Source: an optimization exercise on an open RTL-to-GDS flow (aim: small area, a short achievable clock period and few clock cycles per item). Production flows keep margins and buffers that such runs may drop.
No run shown here included a check of the RTL's function; only the layout flow was run.
Power and IR drop assume default switching activity.

## design.v

```verilog
module CNC(
    clk,
    rst_n,
    IN_VALID,
    MODE,
    IN,
    OUT_VALID,
    OUT
    );
input           clk, rst_n, IN_VALID;
input   [ 1:0]  MODE;
input   [ 7:0]  IN;
output          OUT_VALID;
output  [16:0]  OUT;
reg        OUT_VALID;
reg [16:0] OUT;
reg p1, p2, p3, p4, p5;
reg mul, sub;
reg [4:0]  BO, BT, BN;  
reg [8:0]  X;      
reg [8:0]  S;      
reg [15:0] P;      
wire busy = p1 | p2 | p3;
wire [8:0] V = p4 ? S : {IN[7], IN};
wire [10:0] Vx = {V[8], V, 1'b0};
wire [4:0] vo, vt, vn;
genvar k;
generate for (k = 0; k < 5; k = k + 1) begin : enc
    assign vo[k] = Vx[2*k+1] ^ Vx[2*k];
    assign vt[k] = (Vx[2*k+2] & ~Vx[2*k+1] & ~Vx[2*k]) | (~Vx[2*k+2] & Vx[2*k+1] & Vx[2*k]);
    assign vn[k] = Vx[2*k+2] & ~(Vx[2*k+1] & Vx[2*k]);
end endgenerate
wire       s_keep = p3 | (p2 & !mul);
wire       s_in   = !(p2 & !mul);
wire       s_neg  = p3 & sub;
wire [8:0] s_a    = s_keep ? S : 9'd0;
wire [8:0] s_b    = s_in ? ({IN[7], IN} ^ {9{s_neg}}) : 9'd0;
wire [8:0] s_next = s_a + s_b + s_neg;
reg         g;                                   
reg         a1en;                                
wire [16:0] A1 = a1en ? OUT : 17'd0;
    wire pp0_0 = ((BO[0] & X[0])) ^ BN[0];
    wire pp0_1 = ((BO[0] & X[1]) | (BT[0] & X[0])) ^ BN[0];
    wire pp0_2 = ((BO[0] & X[2]) | (BT[0] & X[1])) ^ BN[0];
    wire pp0_3 = ((BO[0] & X[3]) | (BT[0] & X[2])) ^ BN[0];
    wire pp0_4 = ((BO[0] & X[4]) | (BT[0] & X[3])) ^ BN[0];
    wire pp0_5 = ((BO[0] & X[5]) | (BT[0] & X[4])) ^ BN[0];
    wire pp0_6 = ((BO[0] & X[6]) | (BT[0] & X[5])) ^ BN[0];
    wire pp0_7 = ((BO[0] & X[7]) | (BT[0] & X[6])) ^ BN[0];
    wire pp0_8 = ((BO[0] & X[8]) | (BT[0] & X[7])) ^ BN[0];
    wire pp0_9 = ~(((BO[0] & X[8]) | (BT[0] & X[8])) ^ BN[0]);
    wire pp1_0 = ((BO[1] & X[0])) ^ BN[1];
    wire pp1_1 = ((BO[1] & X[1]) | (BT[1] & X[0])) ^ BN[1];
    wire pp1_2 = ((BO[1] & X[2]) | (BT[1] & X[1])) ^ BN[1];
    wire pp1_3 = ((BO[1] & X[3]) | (BT[1] & X[2])) ^ BN[1];
    wire pp1_4 = ((BO[1] & X[4]) | (BT[1] & X[3])) ^ BN[1];
    wire pp1_5 = ((BO[1] & X[5]) | (BT[1] & X[4])) ^ BN[1];
    wire pp1_6 = ((BO[1] & X[6]) | (BT[1] & X[5])) ^ BN[1];
    wire pp1_7 = ((BO[1] & X[7]) | (BT[1] & X[6])) ^ BN[1];
    wire pp1_8 = ((BO[1] & X[8]) | (BT[1] & X[7])) ^ BN[1];
    wire pp1_9 = ~(((BO[1] & X[8]) | (BT[1] & X[8])) ^ BN[1]);
    wire pp2_0 = ((BO[2] & X[0])) ^ BN[2];
    wire pp2_1 = ((BO[2] & X[1]) | (BT[2] & X[0])) ^ BN[2];
    wire pp2_2 = ((BO[2] & X[2]) | (BT[2] & X[1])) ^ BN[2];
    wire pp2_3 = ((BO[2] & X[3]) | (BT[2] & X[2])) ^ BN[2];
    wire pp2_4 = ((BO[2] & X[4]) | (BT[2] & X[3])) ^ BN[2];
    wire pp2_5 = ((BO[2] & X[5]) | (BT[2] & X[4])) ^ BN[2];
    wire pp2_6 = ((BO[2] & X[6]) | (BT[2] & X[5])) ^ BN[2];
    wire pp2_7 = ((BO[2] & X[7]) | (BT[2] & X[6])) ^ BN[2];
    wire pp2_8 = ((BO[2] & X[8]) | (BT[2] & X[7])) ^ BN[2];
    wire pp2_9 = ~(((BO[2] & X[8]) | (BT[2] & X[8])) ^ BN[2]);
    wire pp3_0 = ((BO[3] & X[0])) ^ BN[3];
    wire pp3_1 = ((BO[3] & X[1]) | (BT[3] & X[0])) ^ BN[3];
    wire pp3_2 = ((BO[3] & X[2]) | (BT[3] & X[1])) ^ BN[3];
    wire pp3_3 = ((BO[3] & X[3]) | (BT[3] & X[2])) ^ BN[3];
    wire pp3_4 = ((BO[3] & X[4]) | (BT[3] & X[3])) ^ BN[3];
    wire pp3_5 = ((BO[3] & X[5]) | (BT[3] & X[4])) ^ BN[3];
    wire pp3_6 = ((BO[3] & X[6]) | (BT[3] & X[5])) ^ BN[3];
    wire pp3_7 = ((BO[3] & X[7]) | (BT[3] & X[6])) ^ BN[3];
    wire pp3_8 = ((BO[3] & X[8]) | (BT[3] & X[7])) ^ BN[3];
    wire pp3_9 = ~(((BO[3] & X[8]) | (BT[3] & X[8])) ^ BN[3]);
    wire pp4_0 = ((BO[4] & X[0])) ^ BN[4];
    wire pp4_1 = ((BO[4] & X[1]) | (BT[4] & X[0])) ^ BN[4];
    wire pp4_2 = ((BO[4] & X[2]) | (BT[4] & X[1])) ^ BN[4];
    wire pp4_3 = ((BO[4] & X[3]) | (BT[4] & X[2])) ^ BN[4];
    wire pp4_4 = ((BO[4] & X[4]) | (BT[4] & X[3])) ^ BN[4];
    wire pp4_5 = ((BO[4] & X[5]) | (BT[4] & X[4])) ^ BN[4];
    wire pp4_6 = ((BO[4] & X[6]) | (BT[4] & X[5])) ^ BN[4];
    wire pp4_7 = ((BO[4] & X[7]) | (BT[4] & X[6])) ^ BN[4];
    wire pp4_8 = ((BO[4] & X[8]) | (BT[4] & X[7])) ^ BN[4];
    wire a2_1 = g & ~P[0];
    wire a2_2 = g & ~P[1];
    wire a2_3 = g & ~P[2];
    wire a2_4 = g & ~P[3];
    wire a2_5 = g & ~P[4];
    wire a2_6 = g & ~P[5];
    wire a2_7 = g & ~P[6];
    wire a2_8 = g & ~P[7];
    wire a2_9 = g & ~P[8];
    wire a2_10 = g & ~P[9];
    wire a2_11 = g & ~P[10];
    wire a2_12 = g & ~P[11];
    wire a2_13 = g & ~P[12];
    wire a2_14 = g & ~P[13];
    wire a2_15 = g & ~P[14];
    wire a2_16 = g & ~P[15];
    wire ts0, tc0;
    CNC_ha uts0 (.a(pp0_6), .b(pp1_4), .s(ts0), .co(tc0));
    wire ts1, tc1;
    CNC_ha uts1 (.a(pp0_7), .b(pp1_5), .s(ts1), .co(tc1));
    wire ts2, ts2x, tc2;
CNC_x2 uts2a (.a(pp0_8), .b(pp1_6), .s(ts2x));
CNC_x2 uts2b (.a(ts2x), .b(pp2_4), .s(ts2));
CNC_mj utc2 (.a(pp0_8), .b(pp1_6), .c(pp2_4), .co(tc2));
    wire ts3, tc3;
    CNC_ha uts3 (.a(pp3_2), .b(pp4_0), .s(ts3), .co(tc3));
    wire ts4 = ~(pp0_9 ^ pp1_7);
    wire tc4 = pp0_9 | pp1_7;
    wire ts5, ts5x, tc5;
CNC_x2 uts5a (.a(pp2_5), .b(pp3_3), .s(ts5x));
CNC_x2 uts5b (.a(ts5x), .b(pp4_1), .s(ts5));
CNC_mj utc5 (.a(pp2_5), .b(pp3_3), .c(pp4_1), .co(tc5));
    wire ts6 = ~(pp1_8 ^ pp2_6);
    wire tc6 = pp1_8 | pp2_6;
    wire ts7, tc7;
    CNC_ha uts7 (.a(pp3_4), .b(pp4_2), .s(ts7), .co(tc7));
    wire ts8, ts8x, tc8;
CNC_x2 uts8a (.a(pp1_9), .b(pp2_7), .s(ts8x));
CNC_x2 uts8b (.a(ts8x), .b(pp3_5), .s(ts8));
CNC_mj utc8 (.a(pp1_9), .b(pp2_7), .c(pp3_5), .co(tc8));
    wire ts9 = ~pp2_8;
    wire tc9 = pp2_8;
    wire ts10, tc10;
    CNC_ha uts10 (.a(pp0_2), .b(pp1_0), .s(ts10), .co(tc10));
    wire ts11, tc11;
    CNC_ha uts11 (.a(pp0_3), .b(pp1_1), .s(ts11), .co(tc11));
    wire ts12, tc12;
CNC_fa uts12 (.a(pp0_4), .b(pp1_2), .c(pp2_0), .s(ts12), .co(tc12));
    wire ts13, tc13;
    CNC_ha uts13 (.a(BN[2]), .b(A1[4]), .s(ts13), .co(tc13));
    wire ts14, tc14;
CNC_fa uts14 (.a(pp0_5), .b(pp1_3), .c(pp2_1), .s(ts14), .co(tc14));
    wire ts15, tc15;
    CNC_ha uts15 (.a(A1[5]), .b(a2_5), .s(ts15), .co(tc15));
    wire ts16, tc16;
CNC_fa uts16 (.a(pp2_2), .b(pp3_0), .c(BN[3]), .s(ts16), .co(tc16));
    wire ts17, ts17x, tc17;
CNC_x2 uts17a (.a(A1[6]), .b(a2_6), .s(ts17x));
CNC_x2 uts17b (.a(ts17x), .b(ts0), .s(ts17));
CNC_mj utc17 (.a(A1[6]), .b(a2_6), .c(ts0), .co(tc17));
    wire ts18, tc18;
CNC_fa uts18 (.a(pp2_3), .b(pp3_1), .c(A1[7]), .s(ts18), .co(tc18));
    wire ts19, ts19x, tc19;
CNC_x2 uts19a (.a(a2_7), .b(tc0), .s(ts19x));
CNC_x2 uts19b (.a(ts19x), .b(ts1), .s(ts19));
CNC_mj utc19 (.a(a2_7), .b(tc0), .c(ts1), .co(tc19));
    wire ts20, tc20;
CNC_fa uts20 (.a(BN[4]), .b(A1[8]), .c(a2_8), .s(ts20), .co(tc20));
    wire ts21, ts21x, tc21;
CNC_x2 uts21a (.a(tc1), .b(ts3), .s(ts21x));
CNC_x2 uts21b (.a(ts21x), .b(ts2), .s(ts21));
CNC_mj utc21 (.a(tc1), .b(ts3), .c(ts2), .co(tc21));
    wire ts22, ts22x, tc22;
CNC_x2 uts22a (.a(A1[9]), .b(a2_9), .s(ts22x));
CNC_x2 uts22b (.a(ts22x), .b(tc3), .s(ts22));
CNC_mj utc22 (.a(A1[9]), .b(a2_9), .c(tc3), .co(tc22));
    wire ts23, ts23x, tc23;
CNC_x2 uts23a (.a(tc2), .b(ts4), .s(ts23x));
CNC_x2 uts23b (.a(ts23x), .b(ts5), .s(ts23));
CNC_mj utc23 (.a(tc2), .b(ts4), .c(ts5), .co(tc23));
    wire ts24, ts24x, tc24;
CNC_x2 uts24a (.a(A1[10]), .b(a2_10), .s(ts24x));
CNC_x2 uts24b (.a(ts24x), .b(ts7), .s(ts24));
CNC_mj utc24 (.a(A1[10]), .b(a2_10), .c(ts7), .co(tc24));
    wire ts25, ts25x, tc25;
CNC_x2 uts25a (.a(tc4), .b(tc5), .s(ts25x));
CNC_x2 uts25b (.a(ts25x), .b(ts6), .s(ts25));
CNC_mj utc25 (.a(tc4), .b(tc5), .c(ts6), .co(tc25));
    wire ts26, tc26;
CNC_fa uts26 (.a(pp4_3), .b(A1[11]), .c(a2_11), .s(ts26), .co(tc26));
    wire ts27, tc27;
CNC_fa uts27 (.a(tc7), .b(tc6), .c(ts8), .s(ts27), .co(tc27));
    wire ts28, ts28x, tc28;
CNC_x2 uts28a (.a(pp3_6), .b(pp4_4), .s(ts28x));
CNC_x2 uts28b (.a(ts28x), .b(A1[12]), .s(ts28));
CNC_mj utc28 (.a(pp3_6), .b(pp4_4), .c(A1[12]), .co(tc28));
    wire ts29, ts29x, tc29;
CNC_x2 uts29a (.a(a2_12), .b(ts9), .s(ts29x));
CNC_x2 uts29b (.a(ts29x), .b(tc8), .s(ts29));
CNC_mj utc29 (.a(a2_12), .b(ts9), .c(tc8), .co(tc29));
    wire ts30, ts30x, tc30;
CNC_x2 uts30a (.a(pp2_9), .b(pp3_7), .s(ts30x));
CNC_x2 uts30b (.a(ts30x), .b(pp4_5), .s(ts30));
CNC_mj utc30 (.a(pp2_9), .b(pp3_7), .c(pp4_5), .co(tc30));
    wire ts31, ts31x, tc31;
CNC_x2 uts31a (.a(A1[13]), .b(a2_13), .s(ts31x));
CNC_x2 uts31b (.a(ts31x), .b(tc9), .s(ts31));
CNC_mj utc31 (.a(A1[13]), .b(a2_13), .c(tc9), .co(tc31));
    wire ts32 = ~(pp3_8 ^ pp4_6);
    wire tc32 = pp3_8 | pp4_6;
    wire ts33, tc33;
    CNC_ha uts33 (.a(A1[14]), .b(a2_14), .s(ts33), .co(tc33));
    wire ts34, tc34;
CNC_fa uts34 (.a(pp3_9), .b(pp4_7), .c(A1[15]), .s(ts34), .co(tc34));
    wire ts35 = ~pp4_8;
    wire tc35 = pp4_8;
    wire ts36, tc36;
    CNC_ha uts36 (.a(pp0_1), .b(A1[1]), .s(ts36), .co(tc36));
    wire ts37, tc37;
CNC_fa uts37 (.a(BN[1]), .b(A1[2]), .c(a2_2), .s(ts37), .co(tc37));
    wire ts38, tc38;
CNC_fa uts38 (.a(A1[3]), .b(a2_3), .c(tc10), .s(ts38), .co(tc38));
    wire ts39, tc39;
CNC_fa uts39 (.a(a2_4), .b(tc11), .c(ts13), .s(ts39), .co(tc39));
    wire ts40, ts40x, tc40;
CNC_x2 uts40a (.a(tc13), .b(ts15), .s(ts40x));
CNC_x2 uts40b (.a(ts40x), .b(tc12), .s(ts40));
CNC_mj utc40 (.a(tc13), .b(ts15), .c(tc12), .co(tc40));
    wire ts41, ts41x, tc41;
CNC_x2 uts41a (.a(tc15), .b(tc14), .s(ts41x));
CNC_x2 uts41b (.a(ts41x), .b(ts16), .s(ts41));
CNC_mj utc41 (.a(tc15), .b(tc14), .c(ts16), .co(tc41));
    wire ts42, ts42x, tc42;
CNC_x2 uts42a (.a(tc16), .b(ts18), .s(ts42x));
CNC_x2 uts42b (.a(ts42x), .b(tc17), .s(ts42));
CNC_mj utc42 (.a(tc16), .b(ts18), .c(tc17), .co(tc42));
    wire ts43, ts43x, tc43;
CNC_x2 uts43a (.a(tc18), .b(ts20), .s(ts43x));
CNC_x2 uts43b (.a(ts43x), .b(tc19), .s(ts43));
CNC_mj utc43 (.a(tc18), .b(ts20), .c(tc19), .co(tc43));
    wire ts44, ts44x, tc44;
CNC_x2 uts44a (.a(tc20), .b(ts22), .s(ts44x));
CNC_x2 uts44b (.a(ts44x), .b(tc21), .s(ts44));
CNC_mj utc44 (.a(tc20), .b(ts22), .c(tc21), .co(tc44));
    wire ts45, ts45x, tc45;
CNC_x2 uts45a (.a(tc22), .b(ts24), .s(ts45x));
CNC_x2 uts45b (.a(ts45x), .b(tc23), .s(ts45));
CNC_mj utc45 (.a(tc22), .b(ts24), .c(tc23), .co(tc45));
    wire ts46, ts46x, tc46;
CNC_x2 uts46a (.a(ts26), .b(tc24), .s(ts46x));
CNC_x2 uts46b (.a(ts46x), .b(tc25), .s(ts46));
CNC_mj utc46 (.a(ts26), .b(tc24), .c(tc25), .co(tc46));
    wire ts47, ts47x, tc47;
CNC_x2 uts47a (.a(tc26), .b(ts28), .s(ts47x));
CNC_x2 uts47b (.a(ts47x), .b(ts29), .s(ts47));
CNC_mj utc47 (.a(tc26), .b(ts28), .c(ts29), .co(tc47));
    wire ts48, ts48x, tc48;
CNC_x2 uts48a (.a(tc28), .b(ts30), .s(ts48x));
CNC_x2 uts48b (.a(ts48x), .b(ts31), .s(ts48));
CNC_mj utc48 (.a(tc28), .b(ts30), .c(ts31), .co(tc48));
    wire ts49, ts49x, tc49;
CNC_x2 uts49a (.a(ts33), .b(tc30), .s(ts49x));
CNC_x2 uts49b (.a(ts49x), .b(ts32), .s(ts49));
CNC_mj utc49 (.a(ts33), .b(tc30), .c(ts32), .co(tc49));
    wire ts50, tc50;
CNC_fa uts50 (.a(a2_15), .b(tc33), .c(tc32), .s(ts50), .co(tc50));
    wire ts51, tc51;
CNC_fa uts51 (.a(A1[16]), .b(a2_16), .c(ts35), .s(ts51), .co(tc51));
    wire ts52, tc52;
    CNC_ha uts52 (.a(pp0_0), .b(BN[0]), .s(ts52), .co(tc52));
    wire ts53, tc53;
CNC_fa uts53 (.a(a2_1), .b(g), .c(ts36), .s(ts53), .co(tc53));
    wire ts54, tc54;
CNC_fa uts54 (.a(tc36), .b(ts10), .c(ts37), .s(ts54), .co(tc54));
    wire ts55, tc55;
CNC_fa uts55 (.a(ts11), .b(tc37), .c(ts38), .s(ts55), .co(tc55));
    wire ts56, ts56x, tc56;
CNC_x2 uts56a (.a(ts12), .b(tc38), .s(ts56x));
CNC_x2 uts56b (.a(ts56x), .b(ts39), .s(ts56));
CNC_mj utc56 (.a(ts12), .b(tc38), .c(ts39), .co(tc56));
    wire ts57, ts57x, tc57;
CNC_x2 uts57a (.a(ts14), .b(tc39), .s(ts57x));
CNC_x2 uts57b (.a(ts57x), .b(ts40), .s(ts57));
CNC_mj utc57 (.a(ts14), .b(tc39), .c(ts40), .co(tc57));
    wire ts58, ts58x, tc58;
CNC_x2 uts58a (.a(ts17), .b(tc40), .s(ts58x));
CNC_x2 uts58b (.a(ts58x), .b(ts41), .s(ts58));
CNC_mj utc58 (.a(ts17), .b(tc40), .c(ts41), .co(tc58));
    wire ts59, ts59x, tc59;
CNC_x2 uts59a (.a(ts19), .b(tc41), .s(ts59x));
CNC_x2 uts59b (.a(ts59x), .b(ts42), .s(ts59));
CNC_mj utc59 (.a(ts19), .b(tc41), .c(ts42), .co(tc59));
    wire ts60, ts60x, tc60;
CNC_x2 uts60a (.a(ts21), .b(tc42), .s(ts60x));
CNC_x2 uts60b (.a(ts60x), .b(ts43), .s(ts60));
CNC_mj utc60 (.a(ts21), .b(tc42), .c(ts43), .co(tc60));
    wire ts61, ts61x, tc61;
CNC_x2 uts61a (.a(ts23), .b(tc43), .s(ts61x));
CNC_x2 uts61b (.a(ts61x), .b(ts44), .s(ts61));
CNC_mj utc61 (.a(ts23), .b(tc43), .c(ts44), .co(tc61));
    wire ts62, ts62x, tc62;
CNC_x2 uts62a (.a(ts25), .b(tc44), .s(ts62x));
CNC_x2 uts62b (.a(ts62x), .b(ts45), .s(ts62));
CNC_mj utc62 (.a(ts25), .b(tc44), .c(ts45), .co(tc62));
    wire ts63, ts63x, tc63;
CNC_x2 uts63a (.a(ts27), .b(tc45), .s(ts63x));
CNC_x2 uts63b (.a(ts63x), .b(ts46), .s(ts63));
CNC_mj utc63 (.a(ts27), .b(tc45), .c(ts46), .co(tc63));
    wire ts64, ts64x, tc64;
CNC_x2 uts64a (.a(tc27), .b(tc46), .s(ts64x));
CNC_x2 uts64b (.a(ts64x), .b(ts47), .s(ts64));
CNC_mj utc64 (.a(tc27), .b(tc46), .c(ts47), .co(tc64));
    wire ts65, ts65x, tc65;
CNC_x2 uts65a (.a(tc29), .b(ts48), .s(ts65x));
CNC_x2 uts65b (.a(ts65x), .b(tc47), .s(ts65));
CNC_mj utc65 (.a(tc29), .b(ts48), .c(tc47), .co(tc65));
    wire ts66, tc66;
CNC_fa uts66 (.a(tc31), .b(ts49), .c(tc48), .s(ts66), .co(tc66));
    wire ts67, tc67;
CNC_fa uts67 (.a(ts34), .b(ts50), .c(tc49), .s(ts67), .co(tc67));
    wire ts68, tc68;
CNC_fa uts68 (.a(tc34), .b(ts51), .c(tc50), .s(ts68), .co(tc68));
    wire [16:0] R0 = {ts68, ts67, ts66, tc64, tc63, tc62, tc61, tc60, tc59, tc58, tc57, tc56, tc55, tc54, tc53, tc52, A1[0]};
    wire [16:0] R1 = {tc67, tc66, tc65, ts65, ts64, ts63, ts62, ts61, ts60, ts59, ts58, ts57, ts56, ts55, ts54, ts53, ts52};
    wire [16:0] M = R0 + R1;
always @(posedge clk) begin
    OUT <= M;
    g    <= p4 & mul;
    a1en <= p3 | (p4 & mul) | ((p1 | p2) & !mul);
    P[15:9] <= OUT[15:9];
    P[8:0]  <= p3 ? X + OUT[8:0] : OUT[8:0];
    BO  <= vo;
    BT  <= vt;
    BN  <= vn;
    S   <= s_next;
    if (!rst_n)          X <= 9'h001;
    else if (p1)         X <= mul ? 9'h001 : 9'h000;
    else if (p2)         X <= mul ? OUT[8:0] : (sub ? 9'h1ff : 9'h001);
    else if (p3)         X <= mul ? -OUT[8:0] : 9'h000;
    else if (p4)         X <= mul ? P[8:0] : 9'h001;
    else                 X <= 9'h001;
end
always @(posedge clk) begin
    if (!(busy | p4 | p5)) begin
        mul <= MODE[1];
        sub <= MODE[0];
    end
end
always @(posedge clk) begin
    if (!rst_n) begin
        p1 <= 1'b0; p2 <= 1'b0; p3 <= 1'b0; p4 <= 1'b0; p5 <= 1'b0;
        OUT_VALID <= 1'b0;
    end else begin
        p1 <= IN_VALID & !busy;
        p2 <= p1;
        p3 <= p2;
        p4 <= p3;
        p5 <= p4;
        OUT_VALID <= p4 | p5;
    end
end
endmodule
module CNC_fa(a, b, c, s, co);
input a, b, c;
output s, co;
assign s = a ^ b ^ c;
assign co = (a & b) | (a & c) | (b & c);
endmodule
module CNC_x2(a, b, s);
input a, b;
output s;
assign s = a ^ b;
endmodule
module CNC_mj(a, b, c, co);
input a, b, c;
output co;
assign co = (a & b) | (a & c) | (b & c);
endmodule
module CNC_ha(a, b, s, co);
input a, b;
output s, co;
assign s = a ^ b;
assign co = a & b;
endmodule
```

## flow/run.sh

```bash
#!/bin/bash
set -euo pipefail
export BUFFER_PORTS_ARGS="-buffer_cell sky130_fd_sc_hd__buf_2"
bash standard.sh > flow_make.log 2>&1
```

## standard.sh

```bash
#!/bin/bash
# synth_recipe.tcl (not shown) runs the flow's synth.tcl, then flattens the netlist and writes it again
# the make line also repeats each setting of config.mk as NAME=value (left out here)
make -C /OpenROAD-flow-scripts/flow DESIGN_CONFIG=/design/flow/config.mk WORK_HOME=/design/flow/orfs CLKGATE_MAP_FILE= SYNTH_SCRIPT=/design/flow/synth_recipe.tcl "${@:-finish}"
```

## config.mk

```make
export PLATFORM = sky130hd
export DESIGN_NAME = CNC
export DESIGN_NICKNAME = CNC
export VERILOG_FILES = /design/flow/design.v
export SDC_FILE = /design/flow/constraint.sdc
export NUM_CORES = 4
export LEC_CHECK = 0
export CAP_MARGIN = 20
export CORE_MARGIN = 2
export CORE_UTILIZATION = 65
export SETUP_SLACK_MARGIN = 3.8
export SLEW_MARGIN = 20
export SYNTH_HIERARCHICAL = 1
export SYNTH_MINIMUM_KEEP_SIZE = 0
```

## constraint.sdc

```tcl
create_clock -name core_clock -period 7.5 [get_ports {clk}]
set_input_delay 1.5000 -clock core_clock [delete_from_list [all_inputs] [get_ports {clk}]]
set_output_delay 1.5000 -clock core_clock [all_outputs]
set_load 0.01 [all_outputs]
```

==> results.sh, run 1 <==
export IMPL_yosys_warnings=7
export IMPL_fin_tns_setup_ns=0
export IMPL_io_buffer_count=30
export IMPL_startpoint="X[2]"
export IMPL_cap_violations=0
export IMPL_cts_buffers=9
export IMPL_yosysTopAreaCell="dfxtp_1"
export IMPL_p_per_area_nw_per_um2=403
export IMPL_r2r_slack_ns=3.88
export IMPL_setup_viol=0
export IMPL_max_freq_ghz=0.276
export IMPL_wl_mm=15.9
export IMPL_arrival_ns=3.93
export IMPL_synth_edff_count=2
export IMPL_syn_inst=730
export IMPL_r2r_cells=13
export IMPL_antenna_found_initial=0
export IMPL_ir_worst_vdd_mv=0.317
export IMPL_die_w_um=105
export IMPL_cts_hold_buf=0
export IMPL_rsz0062_at_grt="yes"
export IMPL_yosysTopAreaCellShare_pct=21.9
export IMPL_slew_headroom_pct=36.1
export IMPL_area_delta_synth_final_pct=7.64
export IMPL_fin_nets=824
export IMPL_io_pins=31
export IMPL_core_area_sq_um=9860
export IMPL_final_cells=875
export IMPL_place_ws_ns=3.64
export IMPL_r2r_start="X[2]"
export IMPL_yosysUniqueCellTypes=61
export IMPL_detail_route_iter0_violations=313
export IMPL_cp_max_fo=10
export IMPL_syn_area_sq_um=6670
export IMPL_wl_met2_mm=7.62
export IMPL_hold_depth=0
export IMPL_worstPathRequired_ns=7.82
export IMPL_track_usage_pct=29.5
export IMPL_clkSinkCount=75
export IMPL_cellLeakagePower_nw=3.01
export IMPL_drt_vias_per_instance=6.03
export IMPL_detailroute_via_count=5280
export IMPL_globalplace_congestion=0.971
export IMPL_ys_ff_latch=75
export IMPL_yosysMostFrequentCell="xor2_1"
export IMPL_min_period_ns=3.62
export IMPL_hold_path_class="register to register"
export IMPL_status="no timing/DRC/antenna violations"
export IMPL_cts_root_buffer_cell="clkbuf_8"
export IMPL_hp_start="OUT[15]"
export IMPL_dr_wl_met3_mm=1.01
export IMPL_hold_viol=0
export IMPL_endpoint_kind="register"
export IMPL_synth_seq_area_share_pct=22.8
export IMPL_hpwl_mm=12.2
export IMPL_grt_pass1_wl_mm=26.0
export IMPL_grt_overflow=0
export IMPL_fin_worst_skew_ns=0.0187
export IMPL_syn_avg_cell_area_sq_um=9.13
export IMPL_syn_nets=816
export IMPL_clk_insertion_delay_late_ns=0.38
export IMPL_ys_async_sr_fraction_pct=0
export IMPL_initial_core_util_pct=67.6
export IMPL_post_route_period_util_pct=48.2
export IMPL_first_pass_iters=7
export IMPL_yosys_top_cells_area="dfxtp_1 (22%), xor2_1 (12%), ha_1 (9.4%)"
export IMPL_die_height_um=105
export IMPL_grt_max_degree=24
export IMPL_slew_violations=0
export IMPL_setup_ws_ns=3.88
export IMPL_met1_length_mm=6.91
export IMPL_cts_tree="yes"
export IMPL_dp_cells=855
export IMPL_synth_ff_type="dfxtp_1"
export IMPL_htreeDepth=3
export IMPL_worst_pin_slew_ns=0.957
export IMPL_clk_pin_slew_worst_paths_ns=0.09
export IMPL_ant_nets=0
export IMPL_whs_ns=0.374
export IMPL_num_antenna_cells=0
export IMPL_grt_pass1_vias=5244
export IMPL_crit_type="register to register"
export IMPL_dieArea_sq_um=11100
export IMPL_post_drt_wl_per_cell_um=18.1
export IMPL_rows=36
export IMPL_drc_errors=0
export IMPL_clockBufferDepth=2
export IMPL_highest_layer="met4"
export IMPL_startpoint_type="register"
export IMPL_drive_gt1_share_pct=19.4
export IMPL_synth_common_cells="xor2_1 (95), dfxtp_1 (73), xnor2_1 (63), ha_1 (50), nand2_1 (41)"
[sequential cells by signal, indices dropped and copies added (netlist names), 4 cells and up]
| register | flops |
|---|---|
| X | 9 |
| BN | 5 |
| BO | 5 |
| BT | 4 |
| P | 16 |
| S | 9 |
| OUT | 17 |
[Yosys stat by module (local to each module, per instance)]
module  copies in the design  flip-flops and latches
CNC_fa                    19                       0
CNC_ha                    11                       0
CNC                        1                      75
CNC_mj                    34                       0
CNC_x2                    68                       0
[cell type report]
cell class                      count  area (sq um)
Multi-Input combinational cell    586          4940
Fill cell                         786          2690
Sequential cell                    75          1580
Timing Repair Buffer               35           200
Tap cell                          133           166
Clock buffer                       11           141
Inverter                           31           116
Clock inverter                      4          28.8
[critical path: stages (launching register included)]
cell and delay [ns]:
dfxtp_4 0.40, a22oi_2 0.21, xnor2_1 0.13, buf_4 0.16, maj3_2 0.33, maj3_2 0.36, maj3_2 0.34, xor2_1 0.17
xor2_1 0.15, ha_2 0.40, and2_1 0.26, nand4_1 0.22, o31ai_2 0.27, xor2_1 0.17
[metrics by stage]
step,power [mW],utilization [%],cell area [sq um]
6_report,2.89,72.7,7180
3_3_place_gp,2.33,69.1,6820
5_1_grt,3.09,72.7,7180
4_1_cts,2.70,71.1,7020
3_5_place_dp,2.39,69.1,6820
2_1_floorplan,1.99,-,6670
[path summary, 6_finish.rpt]
check / endpoint
worst max register to register: OUT[14]
worst max-delay path: OUT[14]
worst min register to register: P[15]
worst min-delay path: P[15]
[placed cells by master (no fill, tap or decap), drive strengths merged, types with 10 or more instances in the layout]
master / count
xor2: 95
dfxtp: 73
xnor2: 63
ha: 50
nand2: 42
nor2: 36
buf: 35
maj3: 34
o21ai: 34
a22oi: 32
inv: 31
nor2b: 28
a21oi: 26
and2: 23
fa: 23
nor3: 15
clkbuf: 11
mux2i: 10
[kinds of logic (layout without fill, tap and decap cells)]
kind of cell	Yosys count	count (layout)	synth area share [%]
AND/OR/NAND/NOR	166	166	12.9
XOR/XNOR	158	158	20.8
AO/OA/AOI/OAI	141	141	15.0
adder cells (fa/ha/maj)	107	107	22.0
flip-flops	75	75	22.8
buffers and inverters	69	81	4.20
multiplexers	14	14	2.23
[power by group]
| group | internal [mW] | switching (mW) | total (mW) |
|---|---|---|---|
| Sequential | 0.532 | 0.172 | 0.704 |
| Clock | 0.128 | 0.168 | 0.296 |
| Combinational | 0.830 | 1.06 | 1.89 |
| Total | 1.49 | 1.40 | 2.89 |
[metal layers]
| layer | vias to the layer above | track usage [%] |
|---|---|---|
| li1 | 2530 | - |
| met1 | 2570 | 37.4 |
| met2 | 157 | 48.5 |
| met3 | 23 | 7.36 |
| met4 | 0 | 10.8 |
| met5 | - | 0 |
[what timing repair did]
| item | CTS | global route |
|---|---|---|
| pin swaps | 0 | 5 |
| setup buffers | 0 | 5 |
| endpoints found under the setup margin | 5 | 6 |
| resized for setup | 19 | 34 |
==> inputs of run 2 (changes only) <==
--- a/design.v
+++ b/design.v
@@ -22,13 +22,14 @@
 reg [15:0] P;      
 wire busy = p1 | p2 | p3;
 wire [8:0] V = p4 ? S : {IN[7], IN};
+wire       vneg = p3 & mul;
 wire [10:0] Vx = {V[8], V, 1'b0};
 wire [4:0] vo, vt, vn;
 genvar k;
 generate for (k = 0; k < 5; k = k + 1) begin : enc
     assign vo[k] = Vx[2*k+1] ^ Vx[2*k];
     assign vt[k] = (Vx[2*k+2] & ~Vx[2*k+1] & ~Vx[2*k]) | (~Vx[2*k+2] & Vx[2*k+1] & Vx[2*k]);
-    assign vn[k] = Vx[2*k+2] & ~(Vx[2*k+1] & Vx[2*k]);
+    assign vn[k] = (Vx[2*k+2] & ~(Vx[2*k+1] & Vx[2*k])) ^ (vneg & (vo[k] | vt[k]));
 end endgenerate
 wire       s_keep = p3 | (p2 & !mul);
 wire       s_in   = !(p2 & !mul);
@@ -326,7 +327,7 @@
     if (!rst_n)          X <= 9'h001;
     else if (p1)         X <= mul ? 9'h001 : 9'h000;
     else if (p2)         X <= mul ? OUT[8:0] : (sub ? 9'h1ff : 9'h001);
-    else if (p3)         X <= mul ? -OUT[8:0] : 9'h000;
+    else if (p3)         X <= mul ? OUT[8:0] : 9'h000;
     else if (p4)         X <= mul ? P[8:0] : 9'h001;
     else                 X <= 9'h001;
 end
--- a/config.mk
+++ b/config.mk
@@ -8,7 +8,7 @@
 export CAP_MARGIN = 20
 export CORE_MARGIN = 2
 export CORE_UTILIZATION = 65
-export SETUP_SLACK_MARGIN = 3.8
+export SETUP_SLACK_MARGIN = 3.6
 export SLEW_MARGIN = 20
 export SYNTH_HIERARCHICAL = 1
 export SYNTH_MINIMUM_KEEP_SIZE = 0
==> run 2 against run 1 <==
Against the previous run: sequential power shrank 3.6%; still clean on timing, DRC and antenna; setup slack worse by 0.17 ns; core utilization down 0.18 points; flip-flop and latch count unchanged; critical endpoint unchanged; area after synthesis fell by 3.3%; global-route usage decreased by 1.3 points; combinational power up 3%; power is 1.5% higher; design area decreased by 2.1%; worst hold slack gained 0.00093 ns; routed wire length down 6.7%.
==> results.sh, run 2 <==
export IMPL_status="no timing/DRC/antenna violations"
export IMPL_place_area_sq_um=6630
export IMPL_ant_nets=0
export IMPL_grt_pass1_vias=5103
export IMPL_endpoint_kind="register"
export IMPL_ys_ff_latch=75
export IMPL_cp_max_fo=6
export IMPL_layout_commonest_cell="xor2_1"
export IMPL_max_freq_ghz=0.264
export IMPL_cts_tree="yes"
export IMPL_hold_viol=0
export IMPL_cap_violations=0
export IMPL_clkSinkCount=75
export IMPL_worstPathRequired_ns=7.82
export IMPL_clk_pin_slew_worst_paths_ns=0.09
export IMPL_synth_ff_type="dfxtp_1"
export IMPL_ir_worst_vdd_mv=0.335
export IMPL_grt_pass1_wl_mm=24.5
export IMPL_cts_hold_buf=0
export IMPL_yosysTopAreaCellShare_pct=22.7
export IMPL_fin_tns_setup_ns=0
export IMPL_post_route_period_util_pct=50.5
export IMPL_top_register="OUT"
export IMPL_drt_vias_per_instance=5.95
export IMPL_dieArea_sq_um=10700
export IMPL_slew_violations=0
export IMPL_syn_area_sq_um=6440
export IMPL_htreeDepth=3
export IMPL_hold_path_class="register to register"
export IMPL_fin_worst_skew_ns=0.0171
export IMPL_cts_buffers=9
export IMPL_yosys_warnings=7
export IMPL_io_pins=31
export IMPL_yosysUniqueCellTypes=58
export IMPL_core_area_sq_um=9680
export IMPL_hpwl_mm=11.4
export IMPL_track_usage_pct=28.1
export IMPL_antenna_found_initial=0
export IMPL_p_per_area_nw_per_um2=417
export IMPL_die_w_um=104
export IMPL_num_antenna_cells=0
export IMPL_largest_reg_flops=17
export IMPL_syn_nets=791
export IMPL_worst_pin_slew_ns=0.993
export IMPL_rsz0062_at_grt="no"
export IMPL_cellLeakagePower_nw=3.02
export IMPL_final_cell_mix="xor2_1 (91), xnor2_1 (58), nand2_1 (49), dfxtp_1 (48), ha_1 (46)"
export IMPL_rows=36
export IMPL_final_cell_area_sq_um=7030
export IMPL_die_height_um=104
export IMPL_cts_root_buffer_cell="clkbuf_8"
export IMPL_first_pass_iters=5
export IMPL_globalplace_congestion=0.938
export IMPL_initial_core_util_pct=66.6
export IMPL_whs_ns=0.375
export IMPL_arrival_ns=4.11
export IMPL_yosysMostFrequentCell="xor2_1"
export IMPL_wl_mm=14.8
export IMPL_min_period_ns=3.79
export IMPL_drive_gt1_share_pct=19.7
export IMPL_syn_avg_cell_area_sq_um=9.13
export IMPL_synth_common_cells="xor2_1 (92), dfxtp_1 (73), xnor2_1 (61), ha_1 (49), nand2_1 (49)"
export IMPL_ys_async_sr_fraction_pct=0
export IMPL_final_cells=855
export IMPL_area_delta_synth_final_pct=9.03
export IMPL_syn_inst=706
export IMPL_grt_overflow=0
export IMPL_setup_viol=0
export IMPL_synth_seq_area_share_pct=23.6
export IMPL_crit_type="register to register"
export IMPL_yosysTopAreaCell="dfxtp_1"
export IMPL_io_buffer_count=30
export IMPL_yosys_top_cells_area="dfxtp_1 (23%), xor2_1 (13%), ha_1 (9.5%)"
export IMPL_post_drt_wl_per_cell_um=17.3
export IMPL_reg_top3="OUT x17, P x16"
export IMPL_detail_route_iter0_violations=353
export IMPL_startpoint_type="register"
export IMPL_clk_insertion_delay_late_ns=0.38
export IMPL_grt_max_degree=20
export IMPL_slew_headroom_pct=33.7
export IMPL_clockBufferDepth=2
export IMPL_drc_errors=0
export IMPL_dp_cells=834
export IMPL_fin_nets=802
export IMPL_synth_edff_count=2
export IMPL_detailroute_via_count=5085
export IMPL_final_util_pct=72.6
## run 2: changes by cell type after synthesis, moves of 6 or more
cell / change
buf_2: -11
nand2_1: +8
nor3_1: -9
nor2_1: -6
o21ai_1: -7
clkbuf_1: +8
## run 2: worst paths after layout
check | slack (ns) | depth (start not counted) | end | from
worst min register to register | 0.38 | 0 | P[9] | OUT[9]
worst max register to register | 3.71 | 14 | OUT[14] | X[5]
worst max-delay path | 3.71 | 14 | OUT[14] | X[5]
worst min-delay path | 0.38 | 0 | P[9] | OUT[9]
## run 2: kinds of logic (layout without fill, tap and decap cells)
| group | Yosys count | after routing | synth area share [%] |
|---|---|---|---|
| and+or+nand+nor | 164 | 164 | 13.0 |
| muxes | 15 | 15 | 2.49 |
| buffers and inverters | 63 | 79 | 3.73 |
| xor gates and xnor gates | 153 | 153 | 20.8 |
| adders and majority gates | 106 | 106 | 22.6 |
| DFF | 75 | 75 | 23.6 |
| AOI/OAI and AO/OA | 130 | 130 | 13.8 |
## run 2: timing repair
item | CTS | global route
endpoints found under the setup margin | 3 | 3
buffers inserted | 0 | 5
resized for setup | 24 | 36
pin swaps | 0 | 14
## run 2: power by group
group / leakage (nW) / internal, mW / total [mW] / switching (mW)
Clock: 0.0881 / 0.124 / 0.298 / 0.174
Sequential: 0.641 / 0.535 / 0.679 / 0.145
Combinational: 2.29 / 0.910 / 1.95 / 1.04
## run 2: area by class of cell
class | count | area (sq um)
clock buffer | 9 | 124
clock inverter | 7 | 57.6
fill | 773 | 2660
inverter | 28 | 105
multi-input combinational | 568 | 4790
sequential | 75 | 1590
tap | 133 | 166
timing repair buffer | 35 | 190
## run 2: modules after synthesis, one instance, submodules excluded
module	area (sq um)	times used	cells
CNC	4950	1	574
CNC_fa	20.0	19	1
CNC_x2	8.76	68	1
CNC_ha	12.5	11	1
CNC_mj	11.3	34	1
## run 2: critical path, cell delays in order, from the launching register on
cell       delay [ns]
dfxtp_4          0.38
a22oi_2          0.21
xnor2_1          0.15
ha_1             0.29
maj3_2           0.35
maj3_2           0.34
xor2_1           0.19
xor2_1           0.27
ha_4             0.28
a2111oi_4        0.34
o21ai_1          0.11
o211ai_1         0.13
a21oi_2          0.14
or4b_1           0.48
nand4_1          0.08
## run 2: through the flow
stage	total power, mW	worst slack [ns]
after floorplan	2.03	3.68
after global placement	2.37	3.53
after detailed placement	2.42	3.42
after CTS	2.74	3.62
after global routing	3.15	3.55
final	2.93	3.71
## run 2: metal layers
metal	wire, um	GRT usage (%)	share of wire (%)
met1	6590	35.2	45
met2	7100	48.0	48
met3	811	6.36	5.5
met4	290	9.75	2.0
met5	0	0	0
==> inputs of run 3 (changes only) <==
--- a/config.mk
+++ b/config.mk
@@ -8,7 +8,7 @@
 export CAP_MARGIN = 20
 export CORE_MARGIN = 2
 export CORE_UTILIZATION = 65
-export SETUP_SLACK_MARGIN = 3.6
+export SETUP_SLACK_MARGIN = 3.8
 export SLEW_MARGIN = 20
 export SYNTH_HIERARCHICAL = 1
 export SYNTH_MINIMUM_KEEP_SIZE = 0
==> run 3 against run 2 <==
Against the previous run: first-iteration DRC count is 4.5% lower; final cell count is 1.8% higher; register-to-register slack better by 0.02 ns; clock skew is 0.0074 ns lower; still clean; die area stayed put; combinational power is 6% higher.
==> results.sh, run 3 <==
export IMPL_total_power_mw=3.09
export IMPL_ys_ff_latch=75
export IMPL_dieArea_sq_um=10700
export IMPL_clkSinkCount=75
export IMPL_slowest_delay_ns=0.39
export IMPL_hpwl_mm=11.5
export IMPL_clk_pin_slew_worst_paths_ns=0.09
export IMPL_syn_inst=706
export IMPL_arrival_ns=4.07
export IMPL_drive_gt1_share_pct=22.9
export IMPL_status="no timing/DRC/antenna violations"
export IMPL_ant_nets=0
export IMPL_cellLeakagePower_nw=3.12
export IMPL_yosysMostFrequentCell="xor2_1"
export IMPL_post_route_period_util_pct=50.2
export IMPL_reg_top3="OUT x17, P x16"
export IMPL_endpoint_kind="register"
export IMPL_fin_worst_skew_ns=0.00971
export IMPL_timing_critical_path_mode_cell="maj3_2"
export IMPL_yosys_area_share_simple_pct=13.0
export IMPL_syn_avg_cell_area_sq_um=9.13
export IMPL_grt_max_degree=20
export IMPL_hold_path_class="register to register"
export IMPL_slew_violations=0
export IMPL_crit_type="register to register"
export IMPL_detail_route_iter0_violations=337
export IMPL_min_period_ns=3.76
export IMPL_die_height_um=104
export IMPL_setup_ws_ns=3.74
export IMPL_synth_compound_area_share_pct=13.8
export IMPL_worst_pin_slew_ns=0.857
export IMPL_fin_nets=818
export IMPL_htreeDepth=3
export IMPL_die_w_um=104
export IMPL_syn_nets=791
export IMPL_fill_cells=752
export IMPL_p_per_area_nw_per_um2=428
export IMPL_cp_max_fo=6
export IMPL_drt_vias_per_instance=5.96
export IMPL_antenna_found_initial=1
export IMPL_ir_worst_vdd_mv=0.316
export IMPL_core_area_sq_um=9680
export IMPL_num_antenna_cells=0
export IMPL_worstPathRequired_ns=7.81
export IMPL_synth_common_cells="xor2_1 (92), dfxtp_1 (73), xnor2_1 (61), ha_1 (49), nand2_1 (49)"
export IMPL_place_area_sq_um=6630
export IMPL_place_ws_ns=3.38
export IMPL_worst_path_max_delay_cell="a2111o_1"
export IMPL_track_usage_pct=28.9
export IMPL_startpoint_type="register"
export IMPL_synth_edff_count=2
export IMPL_seq_area_sq_um=1590
export IMPL_post_drt_wl_per_cell_um=17.3
export IMPL_yosysTopAreaCell="dfxtp_1"
export IMPL_rows=36
export IMPL_slew_headroom_pct=42.8
export IMPL_grt_pass1_wl_mm=25.3
export IMPL_io_buffer_count=30
export IMPL_hold_viol=0
export IMPL_synth_top_family_by_area="adder cells"
export IMPL_drc_errors=0
export IMPL_grt_overflow=0
export IMPL_top_register="OUT"
export IMPL_yosys_warnings=7
export IMPL_synth_seq_area_share_pct=23.6
export IMPL_layout_commonest_cell="xor2_1"
export IMPL_first_pass_iters=5
export IMPL_cts_root_buffer_cell="clkbuf_8"
export IMPL_final_cell_area_sq_um=7220
export IMPL_synth_xor_area_share_pct=20.8
export IMPL_initial_core_util_pct=66.6
export IMPL_largest_reg_flops=17
export IMPL_detailroute_via_count=5181
export IMPL_cap_violations=0
export IMPL_synth_fa_ha_area_share_pct=22.6
export IMPL_synthMuxAreaShare_pct=2.48
export IMPL_io_pins=31
export IMPL_syn_area_sq_um=6440
export IMPL_ys_async_sr_fraction_pct=0
export IMPL_yosysUniqueCellTypes=58
export IMPL_grt_pass1_vias=5196
export IMPL_final_util_pct=74.6
export IMPL_final_cell_mix="xor2_1 (89), xnor2_1 (57), dfxtp_1 (49), nand2_1 (49), ha_1 (45)"
export IMPL_cts_buffers=9
export IMPL_fin_tns_setup_ns=0
export IMPL_yosys_top_cells_area="dfxtp_1 (23%), xor2_1 (13%), ha_1 (9.5%)"
export IMPL_rsz0062_at_grt="yes"
export IMPL_wl_mm=15.1
export IMPL_clk_insertion_delay_late_ns=0.37
export IMPL_globalplace_congestion=0.909
export IMPL_clockBufferDepth=2
export IMPL_synth_ff_type="dfxtp_1"
export IMPL_multi_input_comb_area_sq_um=4840
export IMPL_cts_tree="yes"
export IMPL_max_freq_ghz=0.266
export IMPL_path_cells="a22oi_2, xnor2_2, buf_4, buf_4, maj3_2, maj3_2, maj3_2, xor2_1, xor2_1, ha_1, o21a_1, o21ai_2, nor4_1, a2111o_1, a21oi_1, xnor2_1"
export IMPL_setup_viol=0
export IMPL_area_delta_synth_final_pct=12.0
export IMPL_yosysTopAreaCellShare_pct=22.7
run 3: timing repair:
action,4_1_cts,5_1_grt
hold buffers,0,0
buffers inserted,13,8
pin swaps,13,14
setup endpoints to repair,6,8
gates resized for setup,52,21
run 3: path summary, 6_finish.rpt:
check        endpoint  startpoint  slack (ns)  depth (start not counted)
min reg2reg     P[11]     OUT[11]        0.38                          0
max reg2reg   OUT[15]       BT[3]        3.74                         16
min             P[11]     OUT[11]        0.38                          0
max           OUT[15]       BT[3]        3.74                         16
run 3: logic make-up after synthesis:
logic type / count (synthesis)
simple gates: 164
compound gates: 130
mux: 15
flops: 75
buf+inv: 63
xor+xnor: 153
fa+ha+maj: 106
run 3: worst max-delay path: cells and delay by family (launching register included):
kind / cells / cell delay (ns)
adder cells (fa/ha/maj): 4 / 1.31
AO/OA/AOI/OAI: 5 / 1.09
XOR/XNOR: 4 / 0.56
flip-flops: 1 / 0.38
buffers and inverters: 2 / 0.27
AND/OR/NAND/NOR: 1 / 0.09
run 3: through the flow:
stage,hold slack (ns),instances
detailed placement,0.376,834
finish,0.385,870
global placement,0.370,834
floorplan,0.389,706
CTS,0.388,862
global route,0.395,870
run 3: layout make-up:
type / count / share of cell area, %
clock buffers: 10 / 2.06
clock inverters: 5 / 0.832
inverters: 28 / 1.46
multi-input cells: 568 / 67.0
flip-flops and latches: 75 / 22.1
well taps: 133 / 2.30
repair buffers: 51 / 4.23
run 3: per-module statistics from Yosys (local to each module, per instance):
| module | copies in the design | flip-flops and latches | cell area [sq um] | cells inside |
|---|---|---|---|---|
| CNC_x2 | 68 | 0 | 8.76 | 1 |
| CNC | 1 | 75 | 4950 | 574 |
| CNC_fa | 19 | 0 | 20.0 | 1 |
| CNC_ha | 11 | 0 | 12.5 | 1 |
| CNC_mj | 34 | 0 | 11.3 | 1 |
run 3: metal layers:
layer / global-route usage [%] / part of all wire (%) / vias up
li1: - / - / 2479
met1: 38.1 / 45 / 2512
met2: 48.6 / 48 / 160
met3: 4.15 / 4.9 / 30
met4: 10.0 / 1.6 / 0
met5: 0 / 0 / -
run 3: power breakdown:
part	total, mW	internal (mW)	switching [mW]
logic	2.07	0.990	1.08
clock network	0.346	0.173	0.172
registers	0.680	0.534	0.146
==> inputs of run 4 (changes only) <==
--- a/design.v
+++ b/design.v
@@ -22,14 +22,13 @@
 reg [15:0] P;      
 wire busy = p1 | p2 | p3;
 wire [8:0] V = p4 ? S : {IN[7], IN};
-wire       vneg = p3 & mul;
 wire [10:0] Vx = {V[8], V, 1'b0};
 wire [4:0] vo, vt, vn;
 genvar k;
 generate for (k = 0; k < 5; k = k + 1) begin : enc
     assign vo[k] = Vx[2*k+1] ^ Vx[2*k];
     assign vt[k] = (Vx[2*k+2] & ~Vx[2*k+1] & ~Vx[2*k]) | (~Vx[2*k+2] & Vx[2*k+1] & Vx[2*k]);
-    assign vn[k] = (Vx[2*k+2] & ~(Vx[2*k+1] & Vx[2*k])) ^ (vneg & (vo[k] | vt[k]));
+    assign vn[k] = Vx[2*k+2] & ~(Vx[2*k+1] & Vx[2*k]);
 end endgenerate
 wire       s_keep = p3 | (p2 & !mul);
 wire       s_in   = !(p2 & !mul);
@@ -313,7 +312,142 @@
 CNC_fa uts68 (.a(tc34), .b(ts51), .c(tc50), .s(ts68), .co(tc68));
     wire [16:0] R0 = {ts68, ts67, ts66, tc64, tc63, tc62, tc61, tc60, tc59, tc58, tc57, tc56, tc55, tc54, tc53, tc52, A1[0]};
     wire [16:0] R1 = {tc67, tc66, tc65, ts65, ts64, ts63, ts62, ts61, ts60, ts59, ts58, ts57, ts56, ts55, ts54, ts53, ts52};
-    wire [16:0] M = R0 + R1;
+    wire [16:0] cp, cg, cc;
+    CNC_x2 ucp0 (.a(R0[0]), .b(R1[0]), .s(cp[0]));
+    CNC_an ucg0 (.a(R0[0]), .b(R1[0]), .y(cg[0]));
+    CNC_x2 ucp1 (.a(R0[1]), .b(R1[1]), .s(cp[1]));
+    CNC_an ucg1 (.a(R0[1]), .b(R1[1]), .y(cg[1]));
+    CNC_x2 ucp2 (.a(R0[2]), .b(R1[2]), .s(cp[2]));
+    CNC_an ucg2 (.a(R0[2]), .b(R1[2]), .y(cg[2]));
+    CNC_x2 ucp3 (.a(R0[3]), .b(R1[3]), .s(cp[3]));
+    CNC_an ucg3 (.a(R0[3]), .b(R1[3]), .y(cg[3]));
+    CNC_x2 ucp4 (.a(R0[4]), .b(R1[4]), .s(cp[4]));
+    CNC_an ucg4 (.a(R0[4]), .b(R1[4]), .y(cg[4]));
+    CNC_x2 ucp5 (.a(R0[5]), .b(R1[5]), .s(cp[5]));
+    CNC_an ucg5 (.a(R0[5]), .b(R1[5]), .y(cg[5]));
+    CNC_x2 ucp6 (.a(R0[6]), .b(R1[6]), .s(cp[6]));
+    CNC_an ucg6 (.a(R0[6]), .b(R1[6]), .y(cg[6]));
+    CNC_x2 ucp7 (.a(R0[7]), .b(R1[7]), .s(cp[7]));
+    CNC_an ucg7 (.a(R0[7]), .b(R1[7]), .y(cg[7]));
+    CNC_x2 ucp8 (.a(R0[8]), .b(R1[8]), .s(cp[8]));
+    CNC_an ucg8 (.a(R0[8]), .b(R1[8]), .y(cg[8]));
+    CNC_x2 ucp9 (.a(R0[9]), .b(R1[9]), .s(cp[9]));
+    CNC_an ucg9 (.a(R0[9]), .b(R1[9]), .y(cg[9]));
+    CNC_x2 ucp10 (.a(R0[10]), .b(R1[10]), .s(cp[10]));
+    CNC_an ucg10 (.a(R0[10]), .b(R1[10]), .y(cg[10]));
+    CNC_x2 ucp11 (.a(R0[11]), .b(R1[11]), .s(cp[11]));
+    CNC_an ucg11 (.a(R0[11]), .b(R1[11]), .y(cg[11]));
+    CNC_x2 ucp12 (.a(R0[12]), .b(R1[12]), .s(cp[12]));
+    CNC_an ucg12 (.a(R0[12]), .b(R1[12]), .y(cg[12]));
+    CNC_x2 ucp13 (.a(R0[13]), .b(R1[13]), .s(cp[13]));
+    CNC_an ucg13 (.a(R0[13]), .b(R1[13]), .y(cg[13]));
+    CNC_x2 ucp14 (.a(R0[14]), .b(R1[14]), .s(cp[14]));
+    CNC_an ucg14 (.a(R0[14]), .b(R1[14]), .y(cg[14]));
+    CNC_x2 ucp15 (.a(R0[15]), .b(R1[15]), .s(cp[15]));
+    CNC_an ucg15 (.a(R0[15]), .b(R1[15]), .y(cg[15]));
+    CNC_x2 ucp16 (.a(R0[16]), .b(R1[16]), .s(cp[16]));
+    CNC_an ucg16 (.a(R0[16]), .b(R1[16]), .y(cg[16]));
+    wire gg1_0 = cg[1] | (cp[1] & cg[0]);
+    wire pp1_0x = cp[1] & cp[0];
+    wire gg3_2 = cg[3] | (cp[3] & cg[2]);
+    wire pp3_2x = cp[3] & cp[2];
+    wire gg5_4 = cg[5] | (cp[5] & cg[4]);
+    wire pp5_4x = cp[5] & cp[4];
+    wire gg7_6 = cg[7] | (cp[7] & cg[6]);
+    wire pp7_6x = cp[7] & cp[6];
+    wire gg9_8 = cg[9] | (cp[9] & cg[8]);
+    wire pp9_8x = cp[9] & cp[8];
+    wire gg11_10 = cg[11] | (cp[11] & cg[10]);
+    wire pp11_10x = cp[11] & cp[10];
+    wire gg13_12 = cg[13] | (cp[13] & cg[12]);
+    wire pp13_12x = cp[13] & cp[12];
+    wire gg15_14 = cg[15] | (cp[15] & cg[14]);
+    wire pp15_14x = cp[15] & cp[14];
+    wire gg2_0 = cg[2] | (cp[2] & gg1_0);
+    wire pp2_0x = cp[2] & pp1_0x;
+    wire gg3_0 = gg3_2 | (pp3_2x & gg1_0);
+    wire pp3_0x = pp3_2x & pp1_0x;
+    wire gg6_4 = cg[6] | (cp[6] & gg5_4);
+    wire pp6_4x = cp[6] & pp5_4x;
+    wire gg7_4 = gg7_6 | (pp7_6x & gg5_4);
+    wire pp7_4x = pp7_6x & pp5_4x;
+    wire gg10_8 = cg[10] | (cp[10] & gg9_8);
+    wire pp10_8x = cp[10] & pp9_8x;
+    wire gg11_8 = gg11_10 | (pp11_10x & gg9_8);
+    wire pp11_8x = pp11_10x & pp9_8x;
+    wire gg14_12 = cg[14] | (cp[14] & gg13_12);
+    wire pp14_12x = cp[14] & pp13_12x;
+    wire gg15_12 = gg15_14 | (pp15_14x & gg13_12);
+    wire pp15_12x = pp15_14x & pp13_12x;
+    wire gg4_0 = cg[4] | (cp[4] & gg3_0);
+    wire pp4_0x = cp[4] & pp3_0x;
+    wire gg5_0 = gg5_4 | (pp5_4x & gg3_0);
+    wire pp5_0x = pp5_4x & pp3_0x;
+    wire gg6_0 = gg6_4 | (pp6_4x & gg3_0);
+    wire pp6_0x = pp6_4x & pp3_0x;
+    wire gg7_0 = gg7_4 | (pp7_4x & gg3_0);
+    wire pp7_0x = pp7_4x & pp3_0x;
+    wire gg12_8 = cg[12] | (cp[12] & gg11_8);
+    wire pp12_8x = cp[12] & pp11_8x;
+    wire gg13_8 = gg13_12 | (pp13_12x & gg11_8);
+    wire pp13_8x = pp13_12x & pp11_8x;
+    wire gg14_8 = gg14_12 | (pp14_12x & gg11_8);
+    wire pp14_8x = pp14_12x & pp11_8x;
+    wire gg15_8 = gg15_12 | (pp15_12x & gg11_8);
+    wire pp15_8x = pp15_12x & pp11_8x;
+    wire gg8_0 = cg[8] | (cp[8] & gg7_0);
+    wire pp8_0x = cp[8] & pp7_0x;
+    wire gg9_0 = gg9_8 | (pp9_8x & gg7_0);
+    wire pp9_0x = pp9_8x & pp7_0x;
+    wire gg10_0 = gg10_8 | (pp10_8x & gg7_0);
+    wire pp10_0x = pp10_8x & pp7_0x;
+    wire gg11_0 = gg11_8 | (pp11_8x & gg7_0);
+    wire pp11_0x = pp11_8x & pp7_0x;
+    wire gg12_0 = gg12_8 | (pp12_8x & gg7_0);
+    wire pp12_0x = pp12_8x & pp7_0x;
+    wire gg13_0 = gg13_8 | (pp13_8x & gg7_0);
+    wire pp13_0x = pp13_8x & pp7_0x;
+    wire gg14_0 = gg14_8 | (pp14_8x & gg7_0);
+    wire pp14_0x = pp14_8x & pp7_0x;
+    wire gg15_0 = gg15_8 | (pp15_8x & gg7_0);
+    wire pp15_0x = pp15_8x & pp7_0x;
+    wire gg16_0 = cg[16] | (cp[16] & gg15_0);
+    wire pp16_0x = cp[16] & pp15_0x;
+    assign cc[0] = 1'b0;
+    assign cc[1] = cg[0];
+    assign cc[2] = gg1_0;
+    assign cc[3] = gg2_0;
+    assign cc[4] = gg3_0;
+    assign cc[5] = gg4_0;
+    assign cc[6] = gg5_0;
+    assign cc[7] = gg6_0;
+    assign cc[8] = gg7_0;
+    assign cc[9] = gg8_0;
+    assign cc[10] = gg9_0;
+    assign cc[11] = gg10_0;
+    assign cc[12] = gg11_0;
+    assign cc[13] = gg12_0;
+    assign cc[14] = gg13_0;
+    assign cc[15] = gg14_0;
+    assign cc[16] = gg15_0;
+    wire [16:0] M;
+    CNC_x2 ucs0 (.a(cp[0]), .b(cc[0]), .s(M[0]));
+    CNC_x2 ucs1 (.a(cp[1]), .b(cc[1]), .s(M[1]));
+    CNC_x2 ucs2 (.a(cp[2]), .b(cc[2]), .s(M[2]));
+    CNC_x2 ucs3 (.a(cp[3]), .b(cc[3]), .s(M[3]));
+    CNC_x2 ucs4 (.a(cp[4]), .b(cc[4]), .s(M[4]));
+    CNC_x2 ucs5 (.a(cp[5]), .b(cc[5]), .s(M[5]));
+    CNC_x2 ucs6 (.a(cp[6]), .b(cc[6]), .s(M[6]));
+    CNC_x2 ucs7 (.a(cp[7]), .b(cc[7]), .s(M[7]));
+    CNC_x2 ucs8 (.a(cp[8]), .b(cc[8]), .s(M[8]));
+    CNC_x2 ucs9 (.a(cp[9]), .b(cc[9]), .s(M[9]));
+    CNC_x2 ucs10 (.a(cp[10]), .b(cc[10]), .s(M[10]));
+    CNC_x2 ucs11 (.a(cp[11]), .b(cc[11]), .s(M[11]));
+    CNC_x2 ucs12 (.a(cp[12]), .b(cc[12]), .s(M[12]));
+    CNC_x2 ucs13 (.a(cp[13]), .b(cc[13]), .s(M[13]));
+    CNC_x2 ucs14 (.a(cp[14]), .b(cc[14]), .s(M[14]));
+    CNC_x2 ucs15 (.a(cp[15]), .b(cc[15]), .s(M[15]));
+    CNC_x2 ucs16 (.a(cp[16]), .b(cc[16]), .s(M[16]));
 always @(posedge clk) begin
     OUT <= M;
     g    <= p4 & mul;
@@ -327,7 +461,7 @@
     if (!rst_n)          X <= 9'h001;
     else if (p1)         X <= mul ? 9'h001 : 9'h000;
     else if (p2)         X <= mul ? OUT[8:0] : (sub ? 9'h1ff : 9'h001);
-    else if (p3)         X <= mul ? OUT[8:0] : 9'h000;
+    else if (p3)         X <= mul ? -OUT[8:0] : 9'h000;
     else if (p4)         X <= mul ? P[8:0] : 9'h001;
     else                 X <= 9'h001;
 end
@@ -362,6 +496,11 @@
 output s;
 assign s = a ^ b;
 endmodule
+module CNC_an(a, b, y);
+input a, b;
+output y;
+assign y = a & b;
+endmodule
 module CNC_mj(a, b, c, co);
 input a, b, c;
 output co;
==> run 4 against run 3 <==
Against the previous run: clock skew is 0.00095 ns lower; worst hold slack worse by 0.020 ns; sequential share of layout area is 0.20 points higher; power is 18% lower; critical endpoint is now OUT[16]; largest cell class unchanged.
==> results.sh, run 4 <==
export IMPL_min_period_ns=3.71
export IMPL_yosys_warnings=7
export IMPL_die_w_um=104
export IMPL_path_buf_inv=0
export IMPL_worst_pin_slew_ns=0.671
export IMPL_top_register="OUT"
export IMPL_grt_overflow=0
export IMPL_slowest_delay_ns=0.43
export IMPL_clk_insertion_delay_late_ns=0.36
export IMPL_final_cell_mix="xor2_1 (119), xnor2_1 (50), dfxtp_1 (48), and2_1 (36), a22oi_1 (35)"
export IMPL_fin_tns_setup_ns=0
export IMPL_synth_ff_type="dfxtp_1"
export IMPL_core_area_sq_um=9680
export IMPL_synth_seq_area_share_pct=23.6
export IMPL_cellLeakagePower_nw=3.19
export IMPL_cts_root_buffer_cell="clkbuf_8"
export IMPL_fill_cells=757
export IMPL_ys_ff_latch=75
export IMPL_initial_core_util_pct=66.6
export IMPL_max_freq_ghz=0.270
export IMPL_track_usage_pct=28.3
export IMPL_ir_worst_vdd_mv=0.204
export IMPL_rsz0062_at_grt="yes"
export IMPL_grt_pass1_wl_mm=24.6
export IMPL_setup_ws_ns=3.79
export IMPL_yosys_area_share_simple_pct=13.7
export IMPL_drc_errors=0
export IMPL_yosysTopAreaCell="dfxtp_1"
export IMPL_ant_nets=0
export IMPL_io_buffer_count=30
export IMPL_io_pins=31
export IMPL_synth_fa_ha_area_share_pct=19.4
export IMPL_clockBufferDepth=2
export IMPL_clk_pin_slew_worst_paths_ns=0.08
export IMPL_worstPathRequired_ns=7.79
export IMPL_synth_edff_count=2
export IMPL_synthMuxAreaShare_pct=2.13
export IMPL_path_cells="a22oi_1, xnor2_1, xor2_1, xor2_1, maj3_2, maj3_2, xor2_1, xor2_1, xor2_2, nand3_1, o22ai_1, o21ai_1, o311ai_2, nand2_1, o21ai_1, xor2_1"
export IMPL_largest_reg_flops=17
export IMPL_wl_mm=14.6
export IMPL_die_height_um=104
export IMPL_synth_common_cells="xor2_1 (124), dfxtp_1 (73), xnor2_1 (53), a22oi_1 (39), and2_1 (37)"
export IMPL_hold_viol=0
export IMPL_arrival_ns=3.99
export IMPL_num_antenna_cells=0
export IMPL_yosys_top_cells_area="dfxtp_1 (23%), xor2_1 (17%), xnor2_1 (7.2%)"
export IMPL_synth_compound_area_share_pct=13.0
export IMPL_place_ws_ns=3.49
export IMPL_synth_xor_area_share_pct=24.0
export IMPL_clkSinkCount=75
export IMPL_cts_tree="yes"
export IMPL_grt_pass1_vias=5118
export IMPL_multi_input_comb_area_sq_um=4780
export IMPL_synth_top_family_by_area="XOR/XNOR gates"
export IMPL_syn_nets=782
export IMPL_seq_area_sq_um=1590
export IMPL_yosysMostFrequentCell="xor2_1"
export IMPL_setup_viol=0
export IMPL_layout_commonest_cell="xor2_1"
export IMPL_cts_buffers=9
export IMPL_p_per_area_nw_per_um2=354
export IMPL_status="no timing/DRC/antenna violations"
export IMPL_syn_avg_cell_area_sq_um=9.05
export IMPL_htreeDepth=3
export IMPL_timing_critical_path_mode_cell="xor2_1"
export IMPL_yosysTopAreaCellShare_pct=22.6
export IMPL_worst_path_max_delay_cell="dfxtp_4"
export IMPL_slew_headroom_pct=55.2
export IMPL_drt_vias_per_instance=5.83
export IMPL_hold_path_class="register to register"
export IMPL_post_route_period_util_pct=49.4
export IMPL_antenna_found_initial=0
export IMPL_cp_top_family="XOR/XNOR gates"
export IMPL_area_delta_synth_final_pct=10.3
export IMPL_post_drt_wl_per_cell_um=16.9
export IMPL_ys_async_sr_fraction_pct=0
export IMPL_globalplace_congestion=0.949
export IMPL_rows=36
export IMPL_dieArea_sq_um=10700
export IMPL_fin_worst_skew_ns=0.00876
export IMPL_syn_inst=713
export IMPL_endpoint_kind="register"
export IMPL_hpwl_mm=11.0
export IMPL_drive_gt1_share_pct=21.4
export IMPL_detailroute_via_count=5052
export IMPL_cap_violations=0
export IMPL_yosysUniqueCellTypes=61
export IMPL_grt_max_degree=26
export IMPL_fin_nets=798
export IMPL_syn_area_sq_um=6450
export IMPL_crit_type="register to register"
export IMPL_slew_violations=0
export IMPL_detail_route_iter0_violations=314
export IMPL_cp_max_fo=10
export IMPL_first_pass_iters=5
export IMPL_reg_top3="OUT x17, P x16"
export IMPL_startpoint_type="register"
==> run 4: layout make-up <==
cell class | count | area share, %
Multi-Input combinational cell | 570 | 67.1
Clock buffer | 11 | 1.99
Timing Repair Buffer | 43 | 3.50
Tap cell | 133 | 2.34
Clock inverter | 5 | 1.20
Sequential cell | 75 | 22.3
Inverter | 30 | 1.58
==> run 4: layer usage <==
| metal | share of wire (%) | GRT usage (%) | up-vias |
|---|---|---|---|
| li1 | - | - | 2429 |
| met1 | 44 | 36.9 | 2408 |
| met2 | 48 | 47.2 | 181 |
| met3 | 5.8 | 4.85 | 34 |
| met4 | 2.7 | 10.3 | 0 |
| met5 | 0 | 0 | - |
==> run 4: metrics by stage <==
step	hold slack [ns]	util [%]	instances	instance area [sq um]	power [mW]
2_1_floorplan	0.389	-	713	6450	1.67
3_3_place_gp	0.346	68.4	839	6620	1.93
3_5_place_dp	0.354	68.4	839	6620	1.97
4_1_cts	0.367	71.4	858	6920	2.40
5_1_grt	0.382	73.5	867	7120	2.71
6_report	0.364	73.5	867	7120	2.52
==> run 4: kinds of logic (layout without fill, tap and decap cells) <==
group | Yosys count | count (layout)
XOR/XNOR | 177 | 177
AND/OR/NAND/NOR | 166 | 166
AO/OA/AOI/OAI | 123 | 123
adder cells (fa/ha/maj) | 90 | 90
flip-flops | 75 | 75
buffers and inverters | 68 | 89
multiplexers | 13 | 13
other | 1 | 1
==> run 4: modules after synthesis (local to each module, per instance) <==
| module | cells inside | cell area, sq um | flops+latches |
|---|---|---|---|
| CNC_x2 | 1 | 8.76 | 0 |
| CNC_an | 1 | 6.26 | 0 |
| CNC_ha | 1 | 12.5 | 0 |
| CNC_fa | 1 | 20.0 | 0 |
| CNC | 531 | 4560 | 75 |
| CNC_mj | 1 | 11.3 | 0 |
==> run 4: power breakdown <==
part	total (mW)	switching, mW	internal (mW)
sequential	0.692	0.160	0.532
clock	0.364	0.166	0.199
combinational	1.47	0.790	0.677
==> run 4: final timing paths <==
check          start  endpoint  slack [ns]  cells past startpoint
max             X[2]   OUT[16]        3.79                     16
min          OUT[10]     P[10]        0.36                      0
max reg2reg     X[2]   OUT[16]        3.79                     16
min reg2reg  OUT[10]     P[10]        0.36                      0
==> run 4: repair_timing <==
| item | in CTS | in global routing |
|---|---|---|
| hold buffers | 0 | 0 |
| buffers inserted | 3 | 9 |
| endpoints found under the setup margin | 6 | 8 |
| resized for setup | 29 | 35 |
| pin swaps | 4 | 13 |

-- port drivers added, routing unchanged --
The flow's constraints put no driver on any port. The routed layouts listed below were extracted and timed again, unchanged, in two steps.
Step 1 (the two cells are an assumption about what drives the block):
set clk [get_ports {clk}]
set_driving_cell -lib_cell sky130_fd_sc_hd__clkbuf_16 $clk
set_driving_cell -lib_cell sky130_fd_sc_hd__buf_2 [delete_from_list [all_inputs] $clk]
Step 2 also shifts input and output timing later by t, the mid clock arrival at the registers, as if the neighbouring blocks saw the same clock.
Slacks: ideal / step 1 / step 2; pairs: ideal / step 1.
| run | t, ns | setup WS [ns] | slew at the worst register clock pin (ns) |
|---|---|---|---|
| run 1 | 0.408 | 3.881 / 3.881 / 3.881 | 0.10 / 0.10 |
| run 2 | 0.407 | 3.710 / 3.711 / 3.711 | 0.09 / 0.09 |
| run 3 | 0.397 | 3.735 / 3.735 / 3.735 | 0.09 / 0.09 |
| run 4 | 0.394 | 3.794 / 3.794 / 3.768 | 0.09 / 0.09 |
After both steps every run listed still meets setup and hold. For run 4, which loses most, drivers alone change the setup slack by 0.000 ns; drivers and shift together by -0.026 ns.
